This design comes from an exercise in tuning for small area, a short achievable clock period and few clock cycles per item on the open sky130 flow, not from production work.
Function was checked by simulation only, so behaviour that the tests miss may differ from the original.

`design/flow/design.v`:
```
module multiplier_unit #(
    parameter DATA_WIDTH = 32
) (
    input  wire                      clk,
    input  wire                      rst_n,
    input  wire                      req,
    input  wire [2:0]                funct3,
    input  wire                      funct7_bit5,
    output reg                       ready,
    output reg                       valid,
    input  wire [DATA_WIDTH-1:0]     operand_a,
    input  wire [DATA_WIDTH-1:0]     operand_b,
    output reg  [DATA_WIDTH-1:0]     result
);
    reg s_idle, s_mul, s_mul9, s_neg, s_div, s_fix, s_done;
    reg  [2:0]  op;
    reg  [5:0]  cnt;
    reg         asign;       
    reg         sub;         
    reg  [32:0] P_hi;        
    reg  [31:0] P_lo;        
    reg  [32:0] M;           
    reg c1_one, c1_two, c1_neg;      
    reg c2_one, c2_two, c2_neg;      
    reg c2_lo;                       
    wire f_div  = funct3[2];
    wire sa_mul = ~funct3[2] & ~(funct3[1] & funct3[0]);    
    wire sdv    = funct3[2] & ~funct3[0];                    
    wire sb     = (~funct3[2] & ~funct3[1]) | sdv;           
    wire neg_a  = sdv & operand_a[31];
    wire [36:0] Mx = {{4{M[32]}}, M};
    wire [36:0] A  = {{4{P_hi[32]}}, P_hi};
    wire [36:0] r1 = ({37{c1_one}} & Mx) | ({37{c1_two}} & {Mx[35:0], 1'b0});
    wire [36:0] r2 = ({37{c2_one}} & {Mx[34:0], 2'b0}) |
                     ({37{c2_two}} & {Mx[33:0], 3'b0}) |
                     ({37{c2_lo}}  & {5'b0, P_lo});
    wire [36:0] r1x = r1 ^ {37{c1_neg}};
    wire [36:0] r2x = r2 ^ {37{c2_neg}};
    wire [36:0] cs_s = A ^ r1x ^ r2x;
    wire [36:0] cs_c = {(A[35:0] & r1x[35:0]) | (A[35:0] & r2x[35:0]) | (r1x[35:0] & r2x[35:0]), c1_neg};
    wire [36:0] S = cs_s + cs_c + {36'b0, c2_neg};
    wire        nb    = M[32];
    wire        t_neg = S[32];                        
    wire [31:0] X8    = {P_hi[24:0], P_lo[31:25]};
    wire [32:0] cmp   = {1'b0, X8} + r1x[32:0] + {32'b0, c1_neg};    
    wire        skip  = sub & (cnt >= 6'd9) & (P_hi[32:25] == 8'd0) & cmp[32];
    wire        last  = ~skip & (cnt == 6'd1);
    wire bz     = (M[31:0] == 32'd0);
    wire fixdiv = (asign ^ nb) & ~bz & ~op[0];        
    function [2:0] booth;    
        input [2:0] w;
        begin
            booth[2] = w[1] ^ w[0];
            booth[1] = (w[2] & ~w[1] & ~w[0]) | (~w[2] & w[1] & w[0]);
            booth[0] = w[2];
        end
    endfunction
    wire [2:0] bn0_ld = booth({operand_a[1:0], 1'b0});
    wire [2:0] bn1_ld = booth(operand_a[3:1]);
    wire [2:0] bn0    = booth(P_lo[5:3]);
    wire [2:0] bn1    = booth(P_lo[7:5]);
    wire mul_end = s_mul & (cnt == 6'd1);
    wire go_mul9 = mul_end & ~asign & P_lo[3];
    wire mulh_end = mul_end & ~go_mul9 & (op[1:0] != 2'b00);
    wire div_end = s_div & last;
    wire rem_end = div_end & op[1];
    wire go_fix  = div_end & (op[1] ? (asign | t_neg) : fixdiv);
    wire ld     = s_idle | s_done;
    wire dv_one = s_div & ~skip;                  
    wire h_skip = s_div & skip;
    wire [32:0] hi_nx = ({33{s_mul}}               & S[36:4]) |
                        ({33{dv_one & ~last}}      & {S[31:0], P_lo[31]}) |
                        ({33{h_skip}}              & {P_hi[24:0], P_lo[31:24]});
    wire l_S = s_neg | s_fix | s_mul9 | rem_end;
    wire [31:0] lo_nx = ({32{ld}}                  & operand_a) |
                        ({32{s_mul & ~mulh_end}}   & {S[3:0], P_lo[31:4]}) |
                        ({32{mulh_end}}            & S[35:4]) |
                        ({32{l_S}}                 & S[31:0]) |
                        ({32{dv_one & ~rem_end}}   & {P_lo[30:0], ~t_neg}) |
                        ({32{h_skip}}              & {P_lo[23:0], 8'd0});
    wire [5:0] cnt_nx = ld ? (f_div ? 6'd33 : 6'd8) :
                        (cnt - (h_skip ? 6'd8 : {5'd0, s_mul | dv_one}));
    always @(posedge clk or negedge rst_n) begin
        if (!rst_n) begin
            s_idle <= 1'b1;
            s_mul  <= 1'b0;
            s_mul9 <= 1'b0;
            s_neg  <= 1'b0;
            s_div  <= 1'b0;
            s_fix  <= 1'b0;
            s_done <= 1'b0;
        end else begin
            s_idle <= (s_idle & ~req) | s_done;
            s_mul  <= (s_idle & req & ~f_div) | (s_mul & ~mul_end);
            s_mul9 <= go_mul9;
            s_neg  <= s_idle & req & neg_a;
            s_div  <= (s_idle & req & f_div & ~neg_a) | s_neg | (s_div & ~div_end);
            s_fix  <= go_fix;
            s_done <= (mul_end & ~go_mul9) | s_mul9 | (div_end & ~go_fix) | s_fix;
        end
    end
    always @(posedge clk) begin
        c1_one <= 1'b0; c1_two <= 1'b0; c1_neg <= 1'b0;
        c2_one <= 1'b0; c2_two <= 1'b0; c2_neg <= 1'b0;
        c2_lo  <= 1'b0;
        if (s_idle) begin
            if (f_div) begin
                c1_one <= ~neg_a;
                c1_neg <= ~(sb & operand_b[31]);
                c2_lo  <= neg_a;
                c2_neg <= neg_a;
            end else begin
                {c1_one, c1_two, c1_neg} <= bn0_ld;
                {c2_one, c2_two, c2_neg} <= bn1_ld;
            end
        end else if (s_mul) begin
            if (mul_end) begin
                c1_one <= go_mul9;
            end else begin
                {c1_one, c1_two, c1_neg} <= bn0;
                {c2_one, c2_two, c2_neg} <= bn1;
            end
        end else if (s_neg) begin
            c1_one <= 1'b1;
            c1_neg <= ~nb;
        end else if (s_div) begin
            if (~div_end) begin
                c1_one <= 1'b1;
                c1_neg <= (skip | ~t_neg) ^ nb;
            end else if (op[1]) begin
                c1_one <= t_neg;
                c1_neg <= t_neg & (asign ^ nb);
                c2_lo  <= 1'b1;
                c2_neg <= asign;
            end else begin
                c2_lo  <= 1'b1;
                c2_neg <= 1'b1;
            end
        end
        sub <= ~s_div | skip | ~t_neg;
        if (ld) begin
            op     <= funct3;
            asign  <= (f_div ? sdv : sa_mul) & operand_a[31];
            M      <= {sb & operand_b[31], operand_b};
        end
        cnt  <= cnt_nx;
        P_hi <= hi_nx;
        P_lo <= lo_nx;
    end
    always @(*) begin
        ready  = s_idle;
        valid  = s_done;
        result = P_lo;
    end
endmodule
```
`design/flow/flow/run.sh`:
```
#!/bin/bash
# The standard layout (the standard.sh, unchanged synthesis and SDC) with
# two changes to how the layout is optimised:
#  - repair_timing is asked to leave extra setup slack, so the layout is
#    optimised below the (loose) constraint period;
#  - every input and output port still gets a buffer, but a plain buf_2
#    instead of the delay buffer that buffer_ports would pick by default.
set -o pipefail
bash standard.sh SETUP_SLACK_MARGIN=10.75 \
    "BUFFER_PORTS_ARGS=-buffer_cell sky130_fd_sc_hd__buf_2" \
    finish > standard.log 2>&1
```
`design/flow/standard.sh`:
```
#!/bin/bash
# synth_recipe.tcl (not shown) runs the flow's synth.tcl, then flattens the netlist and writes it again
# the make line also repeats each setting of config.mk as NAME=value (left out here)
make -C /OpenROAD-flow-scripts/flow DESIGN_CONFIG=/design/flow/config.mk WORK_HOME=/design/flow/orfs CLKGATE_MAP_FILE= SYNTH_SCRIPT=/design/flow/synth_recipe.tcl "${@:-finish}"
```
`design/flow/config.mk`:
```
export PLATFORM = sky130hd
export DESIGN_NAME = multiplier_unit
export DESIGN_NICKNAME = multiplier_unit
export VERILOG_FILES = /design/flow/design.v
export SDC_FILE = /design/flow/constraint.sdc
export NUM_CORES = 4
export LEC_CHECK = 0
export ABC_AREA = 1
export CAP_MARGIN = 20
export CORE_MARGIN = 2
export CORE_UTILIZATION = 45
export SLEW_MARGIN = 20
```
`design/flow/constraint.sdc`:
```
create_clock -name core_clock -period 15.0 [get_ports {clk}]
set_input_delay 3.0000 -clock core_clock [delete_from_list [all_inputs] [get_ports {clk}]]
set_output_delay 3.0000 -clock core_clock [all_outputs]
set_load 0.01 [all_outputs]
```
==> flow_summary.yaml, run 1 <==
run_status:
  status: "complete, no violations"
cells_and_area:
  seq_area_um2: 2850
  multi_input_area_um2: 6990
  antennaDiodeCount: 0
  nets: 1604
  layoutNonFillerInstCount: 1719
  syn2layout_area_growth_pct: 23.6
  layout-drive-gt1-share_pct: 20.8
  fill_cells: 2019
  final_core_util_pct: 57.1
logic_synthesis:
  ys_seq_area_share_pct: 28.0
  synth_seq_cells: 122
  syn_area_um2: 10200
  synth_ff_type: "dfxtp_1"
  synth_area_leader_cell: "dfxtp_1"
  yosysMostFrequentCell: "nand2_1"
  synth_cell_types: 52
  avgSynthCellArea_um2: 7.80
  syn_inst: 1302
  synth_common_cells: "nand2_1 (249), inv_1 (180), xor2_1 (84), a21oi_1 (82), dfxtp_1 (79)"
  synthArstFlopShare_pct: 5.74
  synth.area.top_cells: "dfxtp_1 (16%), edfxtp_1 (11%), nand2_1 (9.2%)"
  synth-edff-count: 36
  synth_warnings: 1
  yosysTopAreaCellShare_pct: 15.6
  synth_nets: 1480
worst_setup_path:
  cp_max_fo: 9
  critical_path.cell_chain: "buf_2"
  critPathBufInv: 1
  crit_type: "reg -> out"
  path_depth: 1
  critical-path-top-delay-family: "flip-flops"
  required_ns: 12.00
  critical_path.slowest_cell: "dfstp_2"
  cpPeakStageDelay_ns: 0.62
  cp-start-kind: "register"
  critPathArrivalTime_ns: 1.21
  crit_path_end_kind: "primary output"
  worst_r2r_path_depth: 19
drt:
  drc: 0
  drtIter0Drc: 1319
  wl_per_cell_um: 23.1
  avgViaCountPerCell: 6.04
  wl_mm: 39.7
  antenna_left: 0
  firstDrtPassIters: 6
  route.vias.total: 10400
sta:
  clock.fmax_mhz: 237
  hold_violations: 0
  finalSetupViolations: 0
  grt_setup_unrepaired: "true"
  min_period_ns: 4.21
  fin_worst_skew_ns: 0.0130
  fin_tns_setup_ns: 0
  relSlewSlack_pct: 31.5
  max_slew.worst_pin.slew_ns: 1.03
  slew_violations: 0
  period_share_pct: 28.1
  setup_slack_ns: 10.79
global_route:
  grt_start_max_net_pins: 58
  overflow: 0
  grtUsageTotal_pct: 32.8
  antenna_found_initial: 0
  grt_pass1_wl_mm: 58.3
  grt_pass1_vias: 9643
clocking:
  cts_max_level: 4
  postCtsHoldBufs: 0
  cts_tree: "built"
  cts_buffers: 17
  cts.clk_slew.worst_paths_ns: 0.06
  clk_path_buf_depth: 2
  clock-root-buffer: "clkbuf_16"
  clock_latency_ns: 0.44
  clock-sinks: 122
die:
  row_count: 54
  fp.dieH_um: 154
  core_area_um2: 22000
  die_area_um2: 23800
  die_w_um: 154
  start_util_pct: 46.2
  ios: 105
min_path:
  min_delay_path_depth: 1
  hp-class: "reg -> reg"
job:
  drv_cap: 0
place:
  dp_cells: 1648
  hpwl_mm: 30.6
  gp_congestion: 0.996
  dp_slack_ns: 9.94
  port_buffers: 103
[repair_timing]
item	4_1_cts	5_1_grt
endpoints found under the setup margin	73	55
pin swaps	4	21
resized for setup	54	84
setup buffers	17	15
cloned	6	1
[per-stage QoR]
step           cell area [um2]  hold WS (ns)
3_5_place_dp             10900         0.477
6_report                 12500         0.483
5_1_grt                  12500         0.513
4_1_cts                  11900         0.485
3_3_place_gp             10900         0.466
2_1_floorplan            10200         0.443
[layout make-up]
cell class / count / share of cell area [%]
clock inverters: 12 / 0.728
clock buffers: 20 / 3.82
well taps: 280 / 2.79
flip-flops and latches: 122 / 22.7
multi-input cells: 947 / 55.7
repair inverters: 4 / 0.239
inverters: 188 / 5.91
repair buffers: 146 / 8.12
[logic make-up (layout without fill, tap and decap cells)]
logic type	count (synthesis)	after routing	synth area share, %
xor gates and xnor gates	103	103	8.88
and+or+nand+nor	392	392	16.1
AOI/OAI and AO/OA	345	345	22.2
buffers and inverters	233	370	8.86
adders and majority gates	107	107	16.0
DFF	122	122	28.0
[path summary, 6_finish.rpt]
kind / start / endpoint / slack [ns]
setup reg to reg: c2_two / P_hi[24] / 10.87
setup / recovery: s_idle / ready / 10.79
hold reg to reg: cnt[4] / cnt[4] / 0.48
min in group asynchronous: rst_n / s_done / 2.39
max in group asynchronous: rst_n / s_idle / 12.37
hold / removal: cnt[4] / cnt[4] / 0.48
[worst register-to-register path, cell delays in order (launching register included)]
cell and delay (ns):
dfxtp_2 0.42, clkinvlp_4 0.15, buf_12 0.17, o221ai_1 0.22, xor2_1 0.29, fa_1 0.47
ha_1 0.37, a21oi_1 0.18, nand2_2 0.11, nand2_1 0.08, nand3_2 0.10, nand3_1 0.11
nand2_2 0.11, a21oi_2 0.23, o21ai_2 0.11, a21o_1 0.19, xnor2_2 0.30, inv_1 0.10
nand2_1 0.07, o221ai_1 0.17
[metal layers]
metal / vias up / global-route usage (%) / part of all wire (%)
met4: 0 / 11.8 / 3.6
met3: 98 / 6.89 / 11
li1: 4748 / - / -
met2: 633 / 49.2 / 43
met5: - / 0 / 0
met1: 4912 / 46.6 / 42
[flip-flops by register name (all words and copies together) (netlist names), 2 cells and up]
name  cells
P_hi     33
M        33
P_lo     32
cnt       6
op        2
[layout by cell type (no fill, tap or decap), types with 20 or more instances in the layout]
cell,count
edfxtp_1,36
fa_1,37
a21oi_1,72
nand3_1,26
ha_1,62
o211ai_1,22
o21ai_0,57
dfxtp_1,74
clkbuf_16,20
nand2_1,243
buf_4,31
buf_2,103
o221ai_1,57
o22ai_1,32
inv_1,174
xor2_1,66
nor2_1,69
Testbench counts, summed over its fixed seeds: cycles 26,822, ops 2,400.
==> run 2, diff against run 1 <==
--- a/design/flow/flow/run.sh
+++ b/design/flow/flow/run.sh
@@ -8,3 +8,3 @@
 set -o pipefail
-bash standard.sh SETUP_SLACK_MARGIN=10.75 \
+bash standard.sh SETUP_SLACK_MARGIN=10.5 \
     "BUFFER_PORTS_ARGS=-buffer_cell sky130_fd_sc_hd__buf_2" \
==> run 2 against run 1 <==
Non-clock buffer count down 22. Sequential share of layout area up 1.1 points. Die area unchanged. Via count down 2.2%. Synthesized cell count unchanged. Maximum frequency down 2.3%. Wire length down 2.1%. Count of clock-buffer cells in the layout unchanged. First-iteration DRC count up 5.4%. Critical path type is now reg -> reg. Largest cell class unchanged. Highest routed layer unchanged.
==> flow_summary.yaml, run 2 <==
run_status:
  status: "complete, no violations"
die:
  core_area_um2: 22000
  ios: 105
  row_count: 54
  start_util_pct: 46.2
  die_w_um: 154
  die_area_um2: 23800
  fp.dieH_um: 154
drt:
  drc: 0
  drtIter0Drc: 1390
  route.vias.total: 10200
  wl_per_cell_um: 22.9
  avgViaCountPerCell: 5.99
  firstDrtPassIters: 5
  wl_mm: 38.8
  antenna_left: 0
worst_setup_path:
  crit_path_end_kind: "register"
  cp_max_fo: 15
  crit_type: "reg -> reg"
  required_ns: 15.35
  cp-start-kind: "register"
  worst_r2r_path_depth: 20
  critPathArrivalTime_ns: 4.67
clocking:
  clock-root-buffer: "clkbuf_16"
  cts_max_level: 4
  cts_tree: "built"
  clk_path_buf_depth: 2
  cts.clk_slew.worst_paths_ns: 0.06
  clock_latency_ns: 0.43
  cts_buffers: 17
  clock-sinks: 122
global_route:
  grt_pass1_wl_mm: 57.7
  grt_pass1_vias: 9536
  grtUsageTotal_pct: 32.3
  antenna_found_initial: 0
  overflow: 0
  grt_start_max_net_pins: 58
logic_synthesis:
  synth_cell_types: 52
  synth_nets: 1480
  syn_inst: 1302
  syn_area_um2: 10200
  synth.area.top_cells: "dfxtp_1 (16%), edfxtp_1 (11%), nand2_1 (9.2%)"
  synth_common_cells: "nand2_1 (249), inv_1 (180), xor2_1 (84), a21oi_1 (82), dfxtp_1 (79)"
  synthArstFlopShare_pct: 5.74
  synth_warnings: 1
  yosysTopAreaCellShare_pct: 15.6
  yosysMostFrequentCell: "nand2_1"
  ys_seq_area_share_pct: 28.0
  synth_area_leader_cell: "dfxtp_1"
  synth_seq_cells: 122
  synth-edff-count: 36
  avgSynthCellArea_um2: 7.80
  synth_ff_type: "dfxtp_1"
sta:
  period_share_pct: 28.8
  fin_tns_setup_ns: 0
  clock.fmax_mhz: 232
  min_period_ns: 4.31
  max_slew.worst_pin.slew_ns: 1.06
  slew_violations: 0
  hold_violations: 0
  fin_worst_skew_ns: 0.0110
  finalSetupViolations: 0
  grt_setup_unrepaired: "true"
  relSlewSlack_pct: 28.9
min_path:
  hp-class: "reg -> reg"
  min_delay_path_depth: 1
cells_and_area:
  antennaDiodeCount: 0
  top_regs: "M: 33 flops, P_hi: 33 flops, P_lo: 32 flops"
  layout-drive-gt1-share_pct: 16.0
  most-common-layout-cells: "nand2_1 (245), inv_1 (175), buf_2 (103)"
  layout_commonest_cell: "nand2_1"
  syn2layout_area_growth_pct: 17.9
  final_core_util_pct: 54.5
  nets: 1582
place:
  hpwl_mm: 30.6
  gp_congestion: 0.996
  port_buffers: 103
job:
  drv_cap: 0
==> run 2: cell counts after synthesis <==
Identical to the previous run, type by type.
==> run 2: cell families after synthesis <==
kind of cell | after synthesis | share of synthesized area (%)
AND/OR/NAND/NOR | 392 | 16.1
flip-flops | 122 | 28.0
adder cells (fa/ha/maj) | 107 | 16.0
buffers and inverters | 233 | 8.86
XOR/XNOR | 103 | 8.88
AO/OA/AOI/OAI | 345 | 22.2
==> run 2: final timing paths <==
path	startpoint	end	slack (ns)
setup / recovery	c2_neg	P_hi[22]	10.69
hold / removal	cnt[4]	cnt[4]	0.48
setup reg to reg	c2_neg	P_hi[22]	10.69
hold reg to reg	cnt[4]	cnt[4]	0.48
max in group asynchronous	rst_n	s_idle	12.36
min in group asynchronous	rst_n	s_done	2.40
==> run 2: critical path: stages (launching register included) <==
cell,delay (ns)
dfxtp_2,0.38
buf_12,0.21
inv_6,0.10
xor2_1,0.17
inv_1,0.08
fa_1,0.44
fa_1,0.42
fa_1,0.43
nand3b_1,0.18
nand2_1,0.15
a21oi_1,0.13
o21bai_2,0.21
nand2_1,0.10
nand2_2,0.12
a21boi_1,0.13
o21ai_2,0.26
a21oi_1,0.15
xnor2_2,0.23
buf_4,0.18
nand2_1,0.05
o211ai_1,0.12
==> run 2: area by class of cell <==
| class | count | area [um2] |
|---|---|---|
| fillers | 2092 | 9980 |
| multi-input cells | 947 | 6670 |
| flip-flops and latches | 122 | 2850 |
| repair buffers | 124 | 773 |
| inverters | 188 | 732 |
| clock buffers | 20 | 479 |
| well taps | 280 | 350 |
| clock inverters | 12 | 91.3 |
| repair inverters | 4 | 30.0 |
==> run 2: stage by stage <==
stage / setup slack, ns / hold WS [ns] / area [um2] / cells
final: 10.69 / 0.483 / 12000 / 1697
after global routing: 10.46 / 0.513 / 12000 / 1697
after CTS: 10.51 / 0.485 / 11700 / 1692
after detailed placement: 9.94 / 0.477 / 10900 / 1648
after global placement: 10.0 / 0.466 / 10900 / 1648
after floorplan: 11.05 / 0.443 / 10200 / 1302
==> run 2: timing repair <==
item	in CTS	in global routing
buffers inserted	8	3
setup endpoints to repair	62	59
pin swaps	1	4
hold buffers	0	0
resized for setup	26	46
gates cloned	4	2
==> run 2: per-layer routing <==
metal	GRT usage (%)	wire length, um	vias to the layer above
li1	-	-	4707
met1	46.6	16800	4728
met2	48.9	16700	635
met3	6.42	3960	91
met4	9.97	1440	0
met5	0	0	-
==> run 3, diff against run 2 <==
--- a/design/flow/config.mk
+++ b/design/flow/config.mk
@@ -10,3 +10,3 @@
 export CORE_MARGIN = 2
-export CORE_UTILIZATION = 45
+export CORE_UTILIZATION = 60
 export SLEW_MARGIN = 20
==> run 3 against run 2 <==
Global-route usage is 8.3 points higher. Sequential share of layout area is 0.58 points higher. Design area is 2.5% lower. Synthesized area stayed put. Register-to-register slack worse by 0.07 ns. Sequential cell count stayed put. Highest routed layer unchanged. First-iteration DRC count is 12% higher. Largest cell class unchanged.
==> flow_summary.yaml, run 3 <==
die:
  fp.dieH_um: 134
  die_area_um2: 18000
  die_w_um: 134
  ios: 105
  start_util_pct: 61.2
  row_count: 47
  core_area_um2: 16600
logic_synthesis:
  syn_area_um2: 10200
  synthArstFlopShare_pct: 5.74
  synth_nets: 1480
  syn_inst: 1302
  yosysTopAreaCellShare_pct: 15.6
  synth.area.top_cells: "dfxtp_1 (16%), edfxtp_1 (11%), nand2_1 (9.2%)"
  synth_seq_cells: 122
  yosysMostFrequentCell: "nand2_1"
  synth_warnings: 1
  synth-edff-count: 36
  synth_common_cells: "nand2_1 (249), inv_1 (180), xor2_1 (84), a21oi_1 (82), dfxtp_1 (79)"
  ys_seq_area_share_pct: 28.0
  synth_cell_types: 52
  avgSynthCellArea_um2: 7.80
  synth_area_leader_cell: "dfxtp_1"
  synth_ff_type: "dfxtp_1"
drt:
  wl_per_cell_um: 22.7
  antenna_left: 0
  route.vias.total: 10500
  avgViaCountPerCell: 6.47
  firstDrtPassIters: 6
  drtIter0Drc: 1552
  drc: 0
  wl_mm: 36.9
clocking:
  clock-sinks: 122
  postCtsHoldBufs: 0
  clk_path_buf_depth: 2
  clock-root-buffer: "clkbuf_16"
  cts_tree: "built"
  cts_buffers: 17
  cts.clk_slew.worst_paths_ns: 0.06
  clock_latency_ns: 0.43
  cts_max_level: 4
global_route:
  grtUsageTotal_pct: 40.7
  overflow: 0
  grt_pass1_vias: 9700
  grt_start_max_net_pins: 70
  antenna_found_initial: 0
  grt_pass1_wl_mm: 54.9
sta:
  whs_ns: 0.482
  max_slew.worst_pin.slew_ns: 1.06
  finalSetupViolations: 0
  clock.fmax_mhz: 228
  fin_tns_setup_ns: 0
  period_share_pct: 29.2
  setup_slack_ns: 10.61
  hold_violations: 0
  relSlewSlack_pct: 29.2
  min_period_ns: 4.39
  grt_setup_unrepaired: "true"
  fin_worst_skew_ns: 0.00786
  slew_violations: 0
cells_and_area:
  layoutNonFillerInstCount: 1629
  top_regs: "M: 33 flops, P_hi: 33 flops, P_lo: 32 flops"
  most-common-layout-cells: "nand2_1 (248), inv_1 (176), buf_2 (103)"
  layout-drive-gt1-share_pct: 14.3
  layout_commonest_cell: "nand2_1"
  antennaDiodeCount: 0
  nets: 1574
  final_core_util_pct: 70.4
  syn2layout_area_growth_pct: 15.0
place:
  gp_congestion: 1.01
  dp_slack_ns: 10.10
  port_buffers: 103
  dp_cells: 1587
  hpwl_mm: 28.8
worst_setup_path:
  worst_r2r_path_depth: 18
  crit_type: "reg -> reg"
  r2r-start: "c2_lo"
  critPathArrivalTime_ns: 4.66
  cp_max_fo: 12
  required_ns: 15.27
  cp-start-kind: "register"
  crit_start: "c2_lo"
  crit_path_end_kind: "register"
min_path:
  hp-class: "reg -> reg"
  hold_start: "cnt[2]"
  min_delay_path_depth: 2
job:
  drv_cap: 0
run_status:
  status: "complete, no violations"
run 3: timing repair:
item / CTS / global route
buffers inserted: 3 / 3
pin swaps: 0 / 1
endpoints found under the setup margin: 37 / 55
hold endpoints to repair: 0 / 0
gates resized for setup: 19 / 33
cloned: 2 / 2
run 3: worst paths after layout:
path | to | slack (ns)
max | P_lo[19] | 10.61
min | cnt[2] | 0.48
max reg2reg | P_lo[19] | 10.61
min reg2reg | cnt[2] | 0.48
max in group asynchronous | s_idle | 12.36
min in group asynchronous | s_neg | 2.40
run 3: metrics by stage:
stage / instance area, um2
2_1_floorplan: 10200
3_3_place_gp: 10800
3_5_place_dp: 10800
4_1_cts: 11500
5_1_grt: 11700
6_report: 11700
run 3: area by class of cell:
| type | instances | area [um2] |
|---|---|---|
| Multi-Input combinational cell | 947 | 6570 |
| Fill cell | 1405 | 4910 |
| Sequential cell | 122 | 2840 |
| Inverter | 188 | 726 |
| Timing Repair Buffer | 117 | 683 |
| Clock buffer | 18 | 429 |
| Tap cell | 220 | 275 |
| Clock inverter | 14 | 124 |
| Timing Repair inverter | 3 | 22.5 |
run 3: critical path, cell delays in order (launching register included):
cell and delay, ns:
dfxtp_2 0.45, clkinvlp_4 0.12, buf_4 0.20, o221ai_1 0.24
xor2_1 0.42, fa_1 0.50, ha_1 0.39, nand2_1 0.13
nor2_1 0.14, nand2_1 0.09, nor2_1 0.16, nand2_1 0.07
nand3_1 0.17, nand2_1 0.07, nand2_1 0.07, xor2_1 0.31
inv_1 0.16, a221oi_1 0.36, o221ai_1 0.18
run 3: logic make-up after synthesis:
family	synth area share, %
buffers and inverters	8.86
AND/OR/NAND/NOR	16.1
flip-flops	28.0
adder cells (fa/ha/maj)	16.0
XOR/XNOR	8.88
AO/OA/AOI/OAI	22.2
run 3: per-layer routing:
| layer | share of wire, % | GRT usage, % |
|---|---|---|
| met4 | 4.6 | 16.4 |
| met1 | 40 | 57.8 |
| met5 | 0 | 0 |
| met3 | 13 | 6.88 |
| met2 | 43 | 62.0 |
==> run 4, diff against run 3 <==
--- a/design/flow/design.v
+++ b/design/flow/design.v
@@ -140,7 +140,5 @@
         sub <= ~s_div | skip | ~t_neg;
-        if (ld) begin
-            op     <= funct3;
-            asign  <= (f_div ? sdv : sa_mul) & operand_a[31];
-            M      <= {sb & operand_b[31], operand_b};
-        end
+        op     <= funct3;
+        asign  <= (f_div ? sdv : sa_mul) & operand_a[31];
+        M      <= {sb & operand_b[31], operand_b};
         cnt  <= cnt_nx;
==> run 4 against run 3 <==
Global-route usage is 3.1 points higher. Register-to-register slack about the same. Still clean. Utilization fell by 0.84 points. Sequential share of layout area down 3.4 points. Largest cell class unchanged.
==> flow_summary.yaml, run 4 <==
cells_and_area:
  antennaDiodeCount: 0
  final_core_util_pct: 69.6
  multi_input_area_um2: 6950
  syn2layout_area_growth_pct: 14.7
  seq_area_um2: 2490
  layout_commonest_cell: "nand2_1"
  layout-drive-gt1-share_pct: 13.9
  most-common-layout-cells: "nand2_1 (340), inv_1 (191), dfxtp_1 (109)"
  top_regs: "M: 33 flops, P_hi: 33 flops, P_lo: 32 flops"
  fill_cells: 1468
  nets: 1735
global_route:
  grt_pass1_vias: 10500
  grtUsageTotal_pct: 43.8
  grt_pass1_wl_mm: 59.3
  overflow: 0
  antenna_found_initial: 0
  grt_start_max_net_pins: 35
worst_setup_path:
  crit_type: "reg -> reg"
  critPathArrivalTime_ns: 4.71
  r2r-start: "c1_neg"
  critical_path.cell_chain: "buf_12 -> inv_4 -> nand2_2 -> nand2_1 -> fa_1 -> fa_1 -> fa_1 -> nand3b_1 -> nand2_4 -> nand2_1 -> nand3_1 -> nand2_1 -> nand2_1 -> nand2_1 -> o21ai_0 -> xor2_2 -> buf_4 -> nand2_1 -> o211ai_1 -> a21oi_1 -> nand3_1"
  cp_max_fo: 13
  required_ns: 15.31
  timing.rr.end: "P_lo[20]"
  worst_r2r_path_depth: 21
  cpPeakStageDelay_ns: 0.48
  crit_path_end_kind: "register"
  rrSetupSlack_ns: 10.61
  cp_common_cell: "nand2_1"
  cp-start-kind: "register"
  critical_path.slowest_cell: "fa_1"
drt:
  drc: 0
  wl_mm: 40.3
  wl_per_cell_um: 22.5
  drtIter0Drc: 1408
  firstDrtPassIters: 8
  route.vias.total: 11300
  avgViaCountPerCell: 6.29
  antenna_left: 0
die:
  die_area_um2: 18300
  ios: 105
  fp.dieH_um: 135
  start_util_pct: 60.6
  core_area_um2: 17100
  row_count: 48
  die_w_um: 135
sta:
  slew_violations: 0
  fin_tns_setup_ns: 0
  relSlewSlack_pct: 29.8
  clock.fmax_mhz: 228
  grt_setup_unrepaired: "true"
  finalSetupViolations: 0
  hold_violations: 0
  min_period_ns: 4.39
  fin_worst_skew_ns: 0.00879
  max_slew.worst_pin.slew_ns: 1.05
  period_share_pct: 29.3
job:
  drv_cap: 0
clocking:
  cts_tree: "built"
  postCtsHoldBufs: 0
  cts_max_level: 4
  clk_path_buf_depth: 2
  cts_buffers: 17
  clock_latency_ns: 0.44
  clock-root-buffer: "clkbuf_16"
  clock-sinks: 122
  cts.clk_slew.worst_paths_ns: 0.06
run_status:
  status: "complete, no violations"
logic_synthesis:
  ys_seq_area_share_pct: 24.0
  syn_inst: 1455
  synth_warnings: 1
  synth_seq_cells: 122
  synth_nets: 1633
  synth_ff_type: "dfxtp_1"
  yosysMostFrequentCell: "nand2_1"
  synth_common_cells: "nand2_1 (343), inv_1 (197), dfxtp_1 (115), nor2_1 (101), xor2_1 (85)"
  avgSynthCellArea_um2: 7.11
  syn_area_um2: 10300
  synth_cell_types: 58
  synth_area_leader_cell: "dfxtp_1"
  yosysTopAreaCellShare_pct: 22.3
  synthArstFlopShare_pct: 5.74
  synth-edff-count: 0
  synth.area.top_cells: "dfxtp_1 (22%), nand2_1 (12%), ha_1 (8.3%)"
place:
  port_buffers: 103
  gp_congestion: 1.04
  hpwl_mm: 30.8
min_path:
  hold_start: "P_lo[10]"
  hp-class: "reg -> reg"
  min_to: "P_lo[11]"
  min_delay_path_depth: 2
==> run 4: cell count changes after synthesis, sizes merged, moves of 5 or more <==
| cell | delta |
|---|---|
| edfxtp | -36 |
| o21ai | -16 |
| a21o | -7 |
| xnor2 | -6 |
| a22oi | -5 |
| o221ai | -20 |
| nor2 | +30 |
| inv | +16 |
| nand3 | +47 |
| nor3 | +11 |
| dfxtp | +36 |
| o2111ai | -5 |
| nand2 | +99 |
==> run 4: critical path, delay by kind of cell, from the launching register on <==
family	cells	cell delay, ns
adder cells (fa/ha/maj)	3	1.36
flip-flops	1	0.41
AO/OA/AOI/OAI	3	0.56
XOR/XNOR	1	0.12
buffers and inverters	3	0.51
AND/OR/NAND/NOR	11	1.30
==> run 4: worst max-delay path by stage <==
stage,start,to,slack [ns],cells past startpoint
global placement,c1_one,P_lo[20],10.16,18
finish,c1_neg,P_lo[20],10.61,21
global route,c1_neg,P_lo[24],10.47,23
CTS,c1_neg,s_fix,10.50,21
floorplan,funct3[2],c1_neg,11.14,7
detailed placement,c1_one,s_fix,10.12,19
==> run 4: area by class of cell <==
cell class | instances | area share [%]
multi-input combinational | 1082 | 58.6
timing repair buffer | 127 | 6.22
tap | 225 | 2.37
timing repair inverter | 4 | 0.253
clock buffer | 20 | 3.85
sequential | 122 | 21.0
clock inverter | 12 | 1.18
inverter | 203 | 6.60
==> run 4: cell families (layout without fill, tap and decap cells) <==
family | after synthesis | count (layout) | share of synthesized area [%]
buffers and inverters | 251 | 366 | 9.68
DFF | 122 | 122 | 24.0
and+or+nand+nor | 588 | 588 | 24.2
AOI/OAI and AO/OA | 289 | 289 | 18.2
adders and majority gates | 107 | 107 | 15.7
xor gates and xnor gates | 98 | 98 | 8.30
==> run 4: through the flow <==
stage	hold slack, ns	cell area, um2	std cells	setup WS (ns)
3_5_place_dp	0.495	10900	1740	10.12
3_3_place_gp	0.477	10900	1740	10.16
4_1_cts	0.500	11700	1783	10.50
2_1_floorplan	0.443	10300	1455	11.14
5_1_grt	0.541	11900	1795	10.47
6_report	0.508	11900	1795	10.61
==> run 4: routing by layer <==
metal	vias up	GRT usage, %	wire (um)
li1	5063	-	-
met1	5190	59.5	15900
met2	850	64.4	16500
met3	193	11.4	5560
met4	0	22.3	2410
met5	-	0	0
==> run 4: what timing repair did <==
action,4_1_cts,5_1_grt
pin swaps,0,3
setup endpoints to repair,45,44
gates cloned,4,1
buffers inserted,7,11
resized for setup,14,21
Testbench counts of run 4, summed over its fixed seeds: cycles 26,822, ops 2,400.
==> run 5, diff against run 4 <==
--- a/design/flow/config.mk
+++ b/design/flow/config.mk
@@ -10,3 +10,5 @@
 export CORE_MARGIN = 2
-export CORE_UTILIZATION = 60
+export CORE_UTILIZATION = 70
+export CTS_BUF_LIST = sky130_fd_sc_hd__clkbuf_8
+export CTS_CLUSTER_SIZE = 30
 export SLEW_MARGIN = 20
==> run 5 against run 4 <==
Still clean on timing, DRC and antenna. Count of clock-buffer cells in the layout down 2. Sequential share of layout area rose by 0.59 points. Clock skew is 0.0063 ns higher. Wire length shrank 0.44%. Global-route usage increased by 5.8 points. Hold slack worse by 0.017 ns. Via count is 3.9% higher. Register-to-register slack about the same.
==> flow_summary.yaml, run 5 <==
run_status:
  status: "complete, no violations"
global_route:
  overflow: 0
  grtUsageTotal_pct: 49.6
  grt_pass1_vias: 11000
  grt_start_max_net_pins: 35
  antenna_found_initial: 0
  grt_pass1_wl_mm: 60.0
worst_setup_path:
  critical_path.cell_chain: "inv_1 -> nor2_1 -> inv_1 -> a21oi_1 -> nand2_1 -> inv_2 -> nor2_2 -> inv_2 -> o21ai_0 -> o21bai_1 -> nor2_1 -> nand3_1"
  cpPeakStageDelay_ns: 1.16
  crit_path_end_kind: "register"
  required_ns: 15.35
  cp-start-kind: "register"
  rrSetupSlack_ns: 10.62
  critPathArrivalTime_ns: 4.74
  crit_type: "reg -> reg"
  critical-path-top-delay-family: "buffers and inverters"
  cp_max_fo: 26
  critical_path.slowest_cell: "dfrtp_1"
  critPathBufInv: 4
drt:
  wl_mm: 40.1
  drc: 0
  wl_per_cell_um: 23.0
  antenna_left: 0
  avgViaCountPerCell: 6.74
  drtIter0Drc: 2040
  route.vias.total: 11700
  firstDrtPassIters: 11
logic_synthesis:
  synth_common_cells: "nand2_1 (343), inv_1 (197), dfxtp_1 (115), nor2_1 (101), xor2_1 (85)"
  ys_seq_area_share_pct: 24.0
  syn_area_um2: 10300
  avgSynthCellArea_um2: 7.11
  synth_nets: 1633
  synth_seq_cells: 122
  synth_warnings: 1
  syn_inst: 1455
  synth_area_leader_cell: "dfxtp_1"
  yosysTopAreaCellShare_pct: 22.3
  synth-edff-count: 0
  synth.area.top_cells: "dfxtp_1 (22%), nand2_1 (12%), ha_1 (8.3%)"
  yosysMostFrequentCell: "nand2_1"
  synth_cell_types: 58
  synthArstFlopShare_pct: 5.74
  synth_ff_type: "dfxtp_1"
clocking:
  clock_latency_ns: 0.48
  clock-root-buffer: "clkbuf_8"
  postCtsHoldBufs: 0
  cts_buffers: 17
  cts_tree: "built"
  cts.clk_slew.worst_paths_ns: 0.08
  clk_path_buf_depth: 2
  clock-sinks: 122
  cts_max_level: 4
cells_and_area:
  layout-drive-gt1-share_pct: 12.9
  syn2layout_area_growth_pct: 11.6
  layoutNonFillerInstCount: 1741
  final_core_util_pct: 79.7
  fin_area_um2: 11500
  layout_commonest_cell: "nand2_1"
  top_regs: "M: 33 flops, P_hi: 33 flops, P_lo: 32 flops"
  most-common-layout-cells: "nand2_1 (340), inv_1 (194), dfxtp_1 (111)"
  antennaDiodeCount: 0
  nets: 1722
sta:
  grt_setup_unrepaired: "false"
  min_period_ns: 4.38
  fin_tns_setup_ns: 0
  period_share_pct: 29.2
  relSlewSlack_pct: 19.2
  finalSetupViolations: 0
  fin_worst_skew_ns: 0.0151
  hold_violations: 0
  whs_ns: 0.491
  clock.fmax_mhz: 228
  max_slew.worst_pin.slew_ns: 1.21
  slew_violations: 0
place:
  hpwl_mm: 30.0
  gp_congestion: 1.03
  detailed_place.area_um2: 10900
  port_buffers: 103
  dp_cells: 1702
die:
  die_area_um2: 15800
  die_w_um: 126
  ios: 105
  start_util_pct: 71.4
  fp.dieH_um: 126
  core_area_um2: 14500
  row_count: 44
min_path:
  hp-class: "reg -> reg"
job:
  drv_cap: 0
## run 5: cell counts after synthesis
No cell type changed its count.
## run 5: final timing paths
check / from / to / depth (start not counted)
max in group asynchronous: rst_n / s_idle / 1
worst max register to register: s_mul / P_lo[29] / 12
worst min register to register: cnt[4] / cnt[4] / 1
worst min-delay path: cnt[4] / cnt[4] / 1
min in group asynchronous: rst_n / s_div / 1
worst max-delay path: s_mul / P_lo[29] / 12
## run 5: final cells by class
cell class	count	area, um2
multi-input cells	1082	6930
fillers	1043	2940
flip-flops and latches	122	2490
inverters	203	773
repair buffers	117	697
clock buffers	18	248
well taps	184	230
clock inverters	14	170
repair inverters	1	7.51
## run 5: cells by family after synthesis
family | after synthesis | synth area share, %
fa+ha+maj | 107 | 15.7
flops | 122 | 24.0
compound gates | 289 | 18.2
simple gates | 588 | 24.2
xor+xnor | 98 | 8.30
buf+inv | 251 | 9.68
## run 5: per-layer routing
| layer | up-vias | GRT usage, % | wire length (um) |
|---|---|---|---|
| met5 | - | 0 | 0 |
| met4 | 0 | 26.1 | 3300 |
| met3 | 325 | 16.7 | 6490 |
| met2 | 1123 | 73.5 | 16300 |
| met1 | 5243 | 64.2 | 14100 |
| li1 | 5043 | - | - |
## run 5: repair_timing
item,CTS,global route
buffers inserted,2,2
gates resized for setup,10,24
endpoints found under the setup margin,30,35
gates cloned,1,2
pin swaps,0,1
## run 5: per-stage QoR
stage	setup WS (ns)
final	10.62
after global routing	10.50
after CTS	10.50
after detailed placement	10.12
after global placement	10.14
after floorplan	11.14
==> run 6, diff against run 5 <==
--- a/design/flow/flow/run.sh
+++ b/design/flow/flow/run.sh
@@ -8,3 +8,3 @@
 set -o pipefail
-bash standard.sh SETUP_SLACK_MARGIN=10.5 \
+bash standard.sh SETUP_SLACK_MARGIN=10.3 \
     "BUFFER_PORTS_ARGS=-buffer_cell sky130_fd_sc_hd__buf_2" \
--- a/design/flow/config.mk
+++ b/design/flow/config.mk
@@ -7,6 +7,5 @@
 export LEC_CHECK = 0
-export ABC_AREA = 1
 export CAP_MARGIN = 20
 export CORE_MARGIN = 2
-export CORE_UTILIZATION = 70
+export CORE_UTILIZATION = 60
 export CTS_BUF_LIST = sky130_fd_sc_hd__clkbuf_8
==> run 6 against run 5 <==
Register-to-register slack lost 0.17 ns. Wire length shrank 9.7%. Die area grew 7.9%. Critical path depth grew 4. Non-clock buffer count grew 5. Count of clock-buffer cells in the layout is the same. Synthesized cell count shrank 25%.
==> flow_summary.yaml, run 6 <==
sta:
  hold_violations: 0
  finalSetupViolations: 0
  fin_tns_setup_ns: 0
  fin_worst_skew_ns: 0.0133
  setup_slack_ns: 10.45
  whs_ns: 0.495
  grt_setup_unrepaired: "false"
  clock.fmax_mhz: 220
  slew_violations: 0
  max_slew.worst_pin.slew_ns: 1.19
  period_share_pct: 30.3
  min_period_ns: 4.55
  relSlewSlack_pct: 20.3
logic_synthesis:
  ys_seq_area_share_pct: 25.9
  synth_warnings: 1
  synth_common_cells: "dfxtp_1 (115), nand2_1 (94), xnor2_1 (90), a22oi_1 (81), ha_1 (69)"
  syn_area_um2: 9590
  synth_area_leader_cell: "dfxtp_1"
  yosysTopAreaCellShare_pct: 24.0
  synth.area.top_cells: "dfxtp_1 (24%), ha_1 (9.0%), xnor2_1 (8.2%)"
  avgSynthCellArea_um2: 8.76
  synth_nets: 1272
  synthArstFlopShare_pct: 5.74
  synth-edff-count: 0
  yosysMostFrequentCell: "dfxtp_1"
  synth_cell_types: 70
  syn_inst: 1094
  synth_ff_type: "dfxtp_1"
  synth_seq_cells: 122
drt:
  wl_per_cell_um: 25.9
  drtIter0Drc: 1861
  firstDrtPassIters: 13
  avgViaCountPerCell: 7.01
  route.vias.total: 9792
  antenna_left: 0
  wl_mm: 36.2
  drc: 0
global_route:
  grt_pass1_wl_mm: 54.5
  antenna_found_initial: 0
  grt_start_max_net_pins: 44
  overflow: 0
  grt_pass1_vias: 9293
  grtUsageTotal_pct: 43.1
cells_and_area:
  syn2layout_area_growth_pct: 13.5
  multi_input_area_um2: 6800
  antennaDiodeCount: 0
  top_regs: "M: 33 flops, P_hi: 33 flops, P_lo: 32 flops"
  nets: 1346
  most-common-layout-cells: "dfxtp_1 (112), buf_2 (103), nand2_1 (93)"
  seq_area_um2: 2480
  layout-drive-gt1-share_pct: 16.9
  fill_cells: 1378
  fin_area_um2: 10900
  layout_commonest_cell: "dfxtp_1"
clocking:
  cts_tree: "built"
  cts.clk_slew.worst_paths_ns: 0.09
  cts_max_level: 4
  clock_latency_ns: 0.46
  clock-root-buffer: "clkbuf_8"
  clk_path_buf_depth: 2
  postCtsHoldBufs: 0
  clock-sinks: 122
  cts_buffers: 17
die:
  ios: 105
  row_count: 46
  start_util_pct: 60.8
  fp.dieH_um: 130
  core_area_um2: 15800
  die_w_um: 130
  die_area_um2: 17000
worst_setup_path:
  cp_max_fo: 17
  critPathArrivalTime_ns: 4.88
  worst_r2r_path_depth: 16
  cpPeakStageDelay_ns: 0.48
  crit_start: "c1_neg"
  crit_type: "reg -> reg"
  critical_path.cell_chain: "buf_12 -> clkinvlp_4 -> xnor2_2 -> fa_1 -> fa_2 -> fa_1 -> nor2b_1 -> o31ai_2 -> a211o_2 -> a22oi_2 -> buf_4 -> and3_1 -> nor3_1 -> nor3_2 -> a2bb2oi_1 -> o31ai_1"
  required_ns: 15.33
  crit_path_end_kind: "register"
  cp_common_cell: "fa_1"
  critical_path.slowest_cell: "fa_1"
  r2r-start: "c1_neg"
  cp-start-kind: "register"
min_path:
  hp-class: "reg -> reg"
  hold_start: "cnt[2]"
  min_delay_path_depth: 2
place:
  port_buffers: 103
  detailed_place.area_um2: 10200
  hpwl_mm: 26.7
  dp_slack_ns: 9.80
  gp_congestion: 0.967
job:
  drv_cap: 0
run_status:
  status: "complete, no violations"
-- run 6: cell count changes after synthesis, sizes merged, moves of 58 or more --
cell   before  now
a22oi       4   81
inv       202   45
nand2     349   94
nand3      76   13
nor2      105   47
xnor2      13   90
xor2       85   17
-- run 6: final cells by class --
type,count,area share (%)
clock buffers,18,2.28
clock inverters,14,1.91
inverters,45,1.59
multi-input cells,860,62.5
flip-flops and latches,122,22.8
well taps,216,2.48
repair buffers,122,6.42
-- run 6: worst max-delay path, delay by kind of cell, from the launching register on --
kind                     cells  cell delay (ns)
adder cells (fa/ha/maj)      3             1.29
buffers and inverters        3             0.56
XOR/XNOR                     1             0.21
AND/OR/NAND/NOR              4             0.85
AO/OA/AOI/OAI                5             1.07
flip-flops                   1             0.42
-- run 6: timing repair --
action,in CTS,in global routing
buffers inserted,1,5
pin swaps,0,4
gates cloned,0,1
setup endpoints to repair,45,49
resized for setup,10,28
-- run 6: worst paths after layout --
check	to	slack [ns]
worst max-delay path	s_done	10.45
worst min-delay path	cnt[2]	0.49
worst max register to register	s_done	10.45
worst min register to register	cnt[2]	0.49
max in group asynchronous	s_idle	12.42
min in group asynchronous	s_fix	2.35
-- run 6: cell families (layout without fill, tap and decap cells) --
kind of cell               count (synthesis)  after routing  share of synthesized area [%]
AOI/OAI and AO/OA                        389            389                           29.6
DFF                                      122            122                           25.9
xor gates and xnor gates                 107            107                           9.77
buffers and inverters                    112            199                           4.54
and+or+nand+nor                          257            257                           13.3
adders and majority gates                107            107                           16.9
-- run 6: metrics by stage --
step | instances | utilization, %
final | 1397 | 69.0
after global routing | 1397 | 69.0
after CTS | 1391 | 67.9
after detailed placement | 1358 | 64.7
after global placement | 1358 | 64.7
after floorplan | 1094 | -
-- run 6: metal layers --
| layer | GRT usage (%) | up-vias | wire length, um |
|---|---|---|---|
| met5 | 1.18 | - | 0 |
| met4 | 22.0 | 0 | 2150 |
| met3 | 12.9 | 192 | 4710 |
| met2 | 65.2 | 741 | 15600 |
| li1 | - | 4279 | - |
| met1 | 56.0 | 4580 | 13800 |
==> run 7, diff against run 6 <==
--- a/design/flow/flow/run.sh
+++ b/design/flow/flow/run.sh
@@ -8,3 +8,3 @@
 set -o pipefail
-bash standard.sh SETUP_SLACK_MARGIN=10.3 \
+bash standard.sh SETUP_SLACK_MARGIN=10.7 \
     "BUFFER_PORTS_ARGS=-buffer_cell sky130_fd_sc_hd__buf_2" \
==> run 7 against run 6 <==
Highest routed layer unchanged. Via count increased by 3.9%. Largest cell class unchanged. Critical endpoint is now result[27]. Utilization increased by 3.5 points. First-iteration DRC count decreased by 3.8%.
==> flow_summary.yaml, run 7 <==
global_route:
  grt_start_max_net_pins: 44
  grt_pass1_wl_mm: 55.8
  grtUsageTotal_pct: 44.4
  overflow: 0
  grt_pass1_vias: 9504
  antenna_found_initial: 0
clocking:
  postCtsHoldBufs: 0
  cts_tree: "built"
  cts_buffers: 17
  cts_max_level: 4
  cts.clk_slew.worst_paths_ns: 0.09
  clk_path_buf_depth: 2
  clock_latency_ns: 0.46
  clock-sinks: 122
  clock-root-buffer: "clkbuf_8"
min_path:
  hp-class: "reg -> reg"
  min_to: "cnt[2]"
  min_delay_path_depth: 2
  hold_start: "cnt[2]"
sta:
  clock.fmax_mhz: 232
  max_slew.worst_pin.slew_ns: 1.17
  fin_worst_skew_ns: 0.0142
  period_share_pct: 28.8
  slew_violations: 0
  relSlewSlack_pct: 21.7
  grt_setup_unrepaired: "true"
  min_period_ns: 4.32
  setup_slack_ns: 10.68
  fin_tns_setup_ns: 0
  hold_violations: 0
  finalSetupViolations: 0
die:
  row_count: 46
  die_area_um2: 17000
  ios: 105
  start_util_pct: 60.8
  die_w_um: 130
  fp.dieH_um: 130
  core_area_um2: 15800
logic_synthesis:
  synthArstFlopShare_pct: 5.74
  synth_cell_types: 70
  synth_warnings: 1
  synth_nets: 1272
  synth_area_leader_cell: "dfxtp_1"
  avgSynthCellArea_um2: 8.76
  synth.area.top_cells: "dfxtp_1 (24%), ha_1 (9.0%), xnor2_1 (8.2%)"
  yosysMostFrequentCell: "dfxtp_1"
  yosysTopAreaCellShare_pct: 24.0
  synth-edff-count: 0
  syn_inst: 1094
  synth_common_cells: "dfxtp_1 (115), nand2_1 (94), xnor2_1 (90), a22oi_1 (81), ha_1 (69)"
  syn_area_um2: 9590
  ys_seq_area_share_pct: 25.9
  synth_ff_type: "dfxtp_1"
  synth_seq_cells: 122
drt:
  route.vias.total: 10200
  drtIter0Drc: 1791
  wl_mm: 38.1
  firstDrtPassIters: 12
  wl_per_cell_um: 26.9
  avgViaCountPerCell: 7.19
  drc: 0
  antenna_left: 0
cells_and_area:
  layout-drive-gt1-share_pct: 22.3
  nets: 1365
  most-common-layout-cells: "dfxtp_1 (107), buf_2 (103), nand2_1 (91)"
  syn2layout_area_growth_pct: 19.2
  antennaDiodeCount: 0
  layout_commonest_cell: "dfxtp_1"
  top_regs: "M: 33 flops, P_hi: 33 flops, P_lo: 32 flops"
  fin_area_um2: 11400
worst_setup_path:
  cp_max_fo: 6
  timing.rr.end: "s_done"
  critical-path-top-delay-family: "flip-flops"
  critPathArrivalTime_ns: 1.32
  crit_type: "reg -> out"
  required_ns: 12.00
  crit_path_end_kind: "primary output"
  cp-start-kind: "register"
  critical_path.cell_chain: "buf_2"
  rrSetupSlack_ns: 10.79
  cpPeakStageDelay_ns: 0.64
  path_depth: 1
  r2r-start: "c1_one"
  critPathBufInv: 1
  critical_path.slowest_cell: "dfxtp_1"
  worst_r2r_path_depth: 16
place:
  hpwl_mm: 26.7
  detailed_place.area_um2: 10200
  gp_congestion: 0.967
  port_buffers: 103
  dp_slack_ns: 9.80
run_status:
  status: "complete, no violations"
job:
  drv_cap: 0
==> run 7: tightest hold or removal path, stage by stage, from the launching register on <==
cell and delay, ns:
dfxtp_1 0.34, nand2b_1 0.07, a21oi_1 0.05
==> run 7: per-stage QoR <==
step / cells / hold slack [ns] / utilization (%)
after floorplan: 1094 / 0.450 / -
after global placement: 1358 / 0.471 / 64.7
after detailed placement: 1358 / 0.483 / 64.7
after CTS: 1402 / 0.497 / 69.9
after global routing: 1416 / 0.518 / 72.5
final: 1416 / 0.497 / 72.5
==> run 7: what timing repair did <==
item,4_1_cts,5_1_grt
endpoints found under the hold margin,0,0
pin swaps,9,30
buffers inserted,10,13
endpoints found under the setup margin,77,51
resized for setup,50,65
cloned,2,1
==> run 7: cells by family after synthesis <==
group	Yosys count	synth area share [%]
compound gates	389	29.6
fa+ha+maj	107	16.9
simple gates	257	13.3
buf+inv	112	4.54
flops	122	25.9
xor+xnor	107	9.77
==> run 7: how the worst max path moves through the flow <==
stage	startpoint	endpoint
floorplan	c2_neg	P_hi[24]
global placement	c1_two	P_lo[31]
detailed placement	c1_neg	s_done
CTS	c1_neg	P_hi[32]
global route	c2_one	P_hi[19]
finish	P_lo[27]	result[27]
==> run 7: metal layers <==
layer  wire (um)  track usage, %  vias up
li1            -               -     4323
met4        2810            24.6        0
met5           0           0.882        -
met3        5110            13.4      260
met2       16000            67.0      824
met1       14200            56.9     4768
==> run 7: cell type report <==
type	instances	area, um2
Clock buffer	18	248
Clock inverter	14	208
Fill cell	1296	4340
Inverter	45	173
Multi-Input combinational cell	860	7090
Sequential cell	122	2500
Tap cell	216	270
Timing Repair Buffer	141	933
==> run 8, diff against run 7 <==
--- a/design/flow/flow/run.sh
+++ b/design/flow/flow/run.sh
@@ -8,3 +8,3 @@
 set -o pipefail
-bash standard.sh SETUP_SLACK_MARGIN=10.7 \
+bash standard.sh SETUP_SLACK_MARGIN=10.5 \
     "BUFFER_PORTS_ARGS=-buffer_cell sky130_fd_sc_hd__buf_2" \
--- a/design/flow/config.mk
+++ b/design/flow/config.mk
@@ -12,2 +12,3 @@
 export CTS_CLUSTER_SIZE = 30
+export PLACE_DENSITY = 0.75
 export SLEW_MARGIN = 20
==> run 8 against run 7 <==
Highest routed layer unchanged. Sequential cell count stayed put. Count of clock-buffer cells in the layout is the same. Via count down 1.3%. Wire length shrank 5.3%. Register-to-register slack lost 0.26 ns. Non-clock buffer count decreased by 16. Maximum frequency fell by 3.5%. Still clean on timing, DRC and antenna. Critical path depth grew 14. Clock skew increased by 0.0024 ns. Global-route usage down 2.3 points.
==> flow_summary.yaml, run 8 <==
run_status:
  status: "complete, no violations"
sta:
  grt_setup_unrepaired: "false"
  relSlewSlack_pct: 24.6
  max_slew.worst_pin.slew_ns: 1.13
  finalSetupViolations: 0
  fin_worst_skew_ns: 0.0167
  slew_violations: 0
  min_period_ns: 4.47
  clock.fmax_mhz: 223
  period_share_pct: 29.8
  fin_tns_setup_ns: 0
  hold_violations: 0
global_route:
  grtUsageTotal_pct: 42.1
  overflow: 0
  grt_start_max_net_pins: 44
  grt_pass1_wl_mm: 53.3
  grt_pass1_vias: 9169
  antenna_found_initial: 0
drt:
  wl_mm: 36.1
  firstDrtPassIters: 12
  drc: 0
  route.vias.total: 10000
  drtIter0Drc: 1758
  antenna_left: 0
  wl_per_cell_um: 25.8
  avgViaCountPerCell: 7.17
cells_and_area:
  top_regs: "M: 33 flops, P_hi: 33 flops, P_lo: 32 flops"
  antennaDiodeCount: 0
  layout-drive-gt1-share_pct: 17.7
  fin_area_um2: 10900
  layout_commonest_cell: "dfxtp_1"
  syn2layout_area_growth_pct: 14.2
  most-common-layout-cells: "dfxtp_1 (111), buf_2 (103), nand2_1 (93)"
  nets: 1349
min_path:
  min_delay_path_depth: 2
  hp-class: "reg -> reg"
die:
  core_area_um2: 15800
  die_w_um: 130
  fp.dieH_um: 130
  ios: 105
  row_count: 46
  start_util_pct: 60.8
  die_area_um2: 17000
place:
  detailed_place.area_um2: 10200
  port_buffers: 103
  hpwl_mm: 25.8
  gp_congestion: 0.988
clocking:
  cts_buffers: 17
  cts_tree: "built"
  clk_path_buf_depth: 2
  cts.clk_slew.worst_paths_ns: 0.09
  cts_max_level: 4
  clock-root-buffer: "clkbuf_8"
  clock_latency_ns: 0.47
  postCtsHoldBufs: 0
  clock-sinks: 122
logic_synthesis:
  syn_area_um2: 9590
  synthArstFlopShare_pct: 5.74
  synth_ff_type: "dfxtp_1"
  synth-edff-count: 0
  synth_nets: 1272
  ys_seq_area_share_pct: 25.9
  synth_seq_cells: 122
  synth.area.top_cells: "dfxtp_1 (24%), ha_1 (9.0%), xnor2_1 (8.2%)"
  yosysMostFrequentCell: "dfxtp_1"
  yosysTopAreaCellShare_pct: 24.0
  synth_common_cells: "dfxtp_1 (115), nand2_1 (94), xnor2_1 (90), a22oi_1 (81), ha_1 (69)"
  synth_warnings: 1
  syn_inst: 1094
  avgSynthCellArea_um2: 8.76
  synth_cell_types: 70
  synth_area_leader_cell: "dfxtp_1"
worst_setup_path:
  critPathArrivalTime_ns: 4.80
  required_ns: 15.32
  cp-start-kind: "register"
  worst_r2r_path_depth: 15
  crit_path_end_kind: "register"
  crit_type: "reg -> reg"
  cp_max_fo: 15
job:
  drv_cap: 0
## run 8: cells by family (layout without fill, tap and decap cells)
| family | after synthesis | in the layout | synth area share (%) |
|---|---|---|---|
| compound gates | 389 | 389 | 29.6 |
| simple gates | 257 | 257 | 13.3 |
| flops | 122 | 122 | 25.9 |
| buf+inv | 112 | 202 | 4.54 |
| fa+ha+maj | 107 | 107 | 16.9 |
| xor+xnor | 107 | 107 | 9.77 |
## run 8: per-layer routing
metal	global-route usage, %	wire, um
met1	56.3	13400
met2	62.4	15300
met3	11.2	5330
met4	22.8	2060
met5	0	0
## run 8: timing repair
item / in CTS / in global routing
setup endpoints to repair: 73 / 58
buffers inserted: 4 / 5
resized for setup: 29 / 21
cloned: 2 / 0
pin swaps: 2 / 11
## run 8: worst paths after layout
| check | to | startpoint | slack, ns |
|---|---|---|---|
| max in group asynchronous | s_idle | rst_n | 12.42 |
| hold reg to reg | cnt[2] | cnt[2] | 0.50 |
| setup / recovery | P_hi[31] | c2_neg | 10.53 |
| min in group asynchronous | s_done | rst_n | 2.35 |
| setup reg to reg | P_hi[31] | c2_neg | 10.53 |
| hold / removal | cnt[2] | cnt[2] | 0.50 |
## run 8: cell type report
cell class / count / area (um2)
inverter: 45 / 175
sequential: 122 / 2490
timing repair buffer: 125 / 767
clock buffer: 18 / 248
tap: 216 / 270
fill: 1384 / 4820
multi-input combinational: 860 / 6860
clock inverter: 14 / 135
## run 8: worst max-delay path: stages, from the launching register on
cell and delay [ns]:
dfxtp_2 0.39, buf_12 0.20, inv_4 0.12, xnor2_1 0.21, fa_1 0.45, fa_1 0.40, fa_1 0.42, nor2b_2 0.18
o31ai_2 0.12, a211o_1 0.38, a21oi_2 0.31, o211ai_1 0.20, o21ai_0 0.31, xnor2_2 0.18, a22oi_1 0.27, o21ai_0 0.15
## run 8: through the flow
step / hold WS [ns] / std cells / util, % / setup slack, ns
floorplan: 0.450 / 1094 / - / 10.97
global placement: 0.475 / 1357 / 64.7 / 9.83
detailed placement: 0.484 / 1357 / 64.7 / 9.80
CTS: 0.499 / 1395 / 68.5 / 10.50
global route: 0.537 / 1400 / 69.4 / 10.43
finish: 0.500 / 1400 / 69.4 / 10.53
==> run 9, diff against run 8 <==
--- a/design/flow/config.mk
+++ b/design/flow/config.mk
@@ -12,3 +12,2 @@
 export CTS_CLUSTER_SIZE = 30
-export PLACE_DENSITY = 0.75
 export SLEW_MARGIN = 20
==> run 9 against run 8 <==
Final cell count is essentially flat. Synthesized area stayed put.
==> flow_summary.yaml, run 9 <==
global_route:
  busiest_layer: "met2"
  overflow: 0
  grt_pass1_wl_mm: 55.2
  antenna_found_initial: 0
  use_met3_pct: 13.0
  met2_usage_pct: 65.9
  grt_use_met1_pct: 56.8
  grt_pass1_vias: 9422
  grtUsageTotal_pct: 43.8
  grt_start_max_net_pins: 44
logic_synthesis:
  synthArstFlopShare_pct: 5.74
  syn_area_um2: 9590
  synth.area.top_cells: "dfxtp_1 (24%), ha_1 (9.0%), xnor2_1 (8.2%)"
  synth_warnings: 1
  yosysTopAreaCellShare_pct: 24.0
  synth_cell_types: 70
  synth-edff-count: 0
  synth_common_cells: "dfxtp_1 (115), nand2_1 (94), xnor2_1 (90), a22oi_1 (81), ha_1 (69)"
  avgSynthCellArea_um2: 8.76
  yosysMostFrequentCell: "dfxtp_1"
  ys_seq_area_share_pct: 25.9
  synth_seq_cells: 122
sta:
  whs_ns: 0.497
  min_period_ns: 4.41
  fin_worst_skew_ns: 0.0166
  max_slew.worst_pin.slew_ns: 1.16
  relSlewSlack_pct: 22.5
  grt_setup_unrepaired: "false"
  slew_violations: 0
  finalSetupViolations: 0
  clock.fmax_mhz: 227
  fin_tns_setup_ns: 0
worst_setup_path:
  critical_path.cell_chain: "buf_2"
  crit_type: "reg -> out"
  cp_max_fo: 19
  cp-start-kind: "register"
  crit_path_end_kind: "primary output"
  required_ns: 12.00
  critPathBufInv: 1
  critical_path.slowest_cell: "dfstp_2"
  cpPeakStageDelay_ns: 0.75
cells_and_area:
  layout_commonest_cell: "dfxtp_1"
  multi_input_area_um2: 6880
  seq_area_um2: 2490
  top_regs: "M: 33 flops, P_hi: 33 flops, P_lo: 32 flops"
  layout-drive-gt1-share_pct: 18.3
  fill_cells: 1361
  nets: 1350
  syn2layout_area_growth_pct: 15.1
drt:
  firstDrtPassIters: 10
  wl_per_cell_um: 26.4
  drtIter0Drc: 1645
  route.vias.total: 9876
die:
  die_w_um: 130
  core_area_um2: 15800
  row_count: 46
  ios: 105
clocking:
  clock-sinks: 122
  clk_path_buf_depth: 2
  cts_tree: "built"
  cts.clk_slew.worst_paths_ns: 0.09
run_status:
  status: "complete, no violations"
job:
  drv_cap: 0
place:
  port_buffers: 103
  gp_congestion: 0.967
run 9: layer usage:
metal	wire, um	vias to the layer above
met4	2240	0
met3	4750	184
met5	0	-
met2	15900	761
li1	-	4285
met1	14200	4646
run 9: cells by family (layout without fill, tap and decap cells):
kind of cell / Yosys count / in the layout / share of synthesized area [%]
AO/OA/AOI/OAI: 389 / 389 / 29.6
XOR/XNOR: 107 / 107 / 9.77
adder cells (fa/ha/maj): 107 / 107 / 16.9
buffers and inverters: 112 / 203 / 4.54
flip-flops: 122 / 122 / 25.9
AND/OR/NAND/NOR: 257 / 257 / 13.3
run 9: area by class of cell:
cell class / count / area share [%]
inverter: 45 / 1.56
sequential: 122 / 22.6
tap: 216 / 2.45
multi-input combinational: 860 / 62.3
clock inverter: 14 / 1.88
clock buffer: 18 / 2.24
timing repair buffer: 126 / 7.00
run 9: repair_timing:
action / CTS / global route
setup buffers: 4 / 5
setup endpoints to repair: 69 / 50
gates resized for setup: 26 / 34
pin swaps: 3 / 8
cloned: 1 / 1
run 9: worst paths after layout:
check,startpoint,end,slack (ns),cells after the start
setup / recovery,s_idle,ready,10.59,1
hold / removal,cnt[2],cnt[2],0.50,2
setup reg to reg,c1_two,cnt[5],10.63,14
hold reg to reg,cnt[2],cnt[2],0.50,2
max in group asynchronous,rst_n,s_idle,12.42,1
min in group asynchronous,rst_n,s_mul9,2.35,1
run 9: per-stage QoR:
step	worst slack, ns	cell area, um2	cells	utilization, %
2_1_floorplan	10.97	9590	1094	-
4_1_cts	10.53	10800	1395	68.7
6_report	10.59	11000	1401	70.0
3_5_place_dp	9.80	10200	1358	64.7
3_3_place_gp	9.83	10200	1358	64.7
5_1_grt	10.47	11000	1401	70.0

## separate check: timing with driven ports
The results above use ideal ports. As a check the final layouts listed here were re-extracted and re-timed, cells and wires unchanged.
Step 1 assumes that a clkbuf_16 drives the clock port and a buf_2 every other input.
Step 2 times the ports against the registers' clock, not the clock port: input delays grow and output delays shrink by t, the midpoint of the rising clock arrivals with the driver on.
Three values: ideal, step 1, step 2; two values: the first two.
run	t, ns	setup WS [ns]	hold WS [ns]	worst setup path at the end	slew at the worst register clock pin (ns)
run 1	0.475	10.785 / 10.742 / 10.512	0.483 / 0.483 / 0.483	input to register	0.07 / 0.07
run 2	0.473	10.686 / 10.686 / 10.553	0.483 / 0.483 / 0.483	input to register	0.07 / 0.07
run 3	0.469	10.615 / 10.615 / 10.615	0.482 / 0.482 / 0.482	register to register	0.06 / 0.06
run 4	0.472	10.606 / 10.606 / 10.606	0.508 / 0.508 / 0.508	register to register	0.06 / 0.06
run 5	0.508	10.617 / 10.617 / 10.617	0.491 / 0.491 / 0.491	register to register	0.08 / 0.08
run 6	0.502	10.450 / 10.450 / 10.450	0.495 / 0.495 / 0.495	register to register	0.09 / 0.09
run 7	0.499	10.683 / 10.638 / 10.788	0.497 / 0.497 / 0.497	register to register	0.09 / 0.09
run 8	0.505	10.526 / 10.526 / 10.526	0.500 / 0.500 / 0.500	register to register	0.09 / 0.09
run 9	0.498	10.589 / 10.544 / 10.627	0.497 / 0.497 / 0.497	register to register	0.09 / 0.09
After both steps every run listed still meets setup and hold. The setup slack of run 1, which loses most, moves by -0.043 ns with the drivers and by -0.273 ns with both steps.
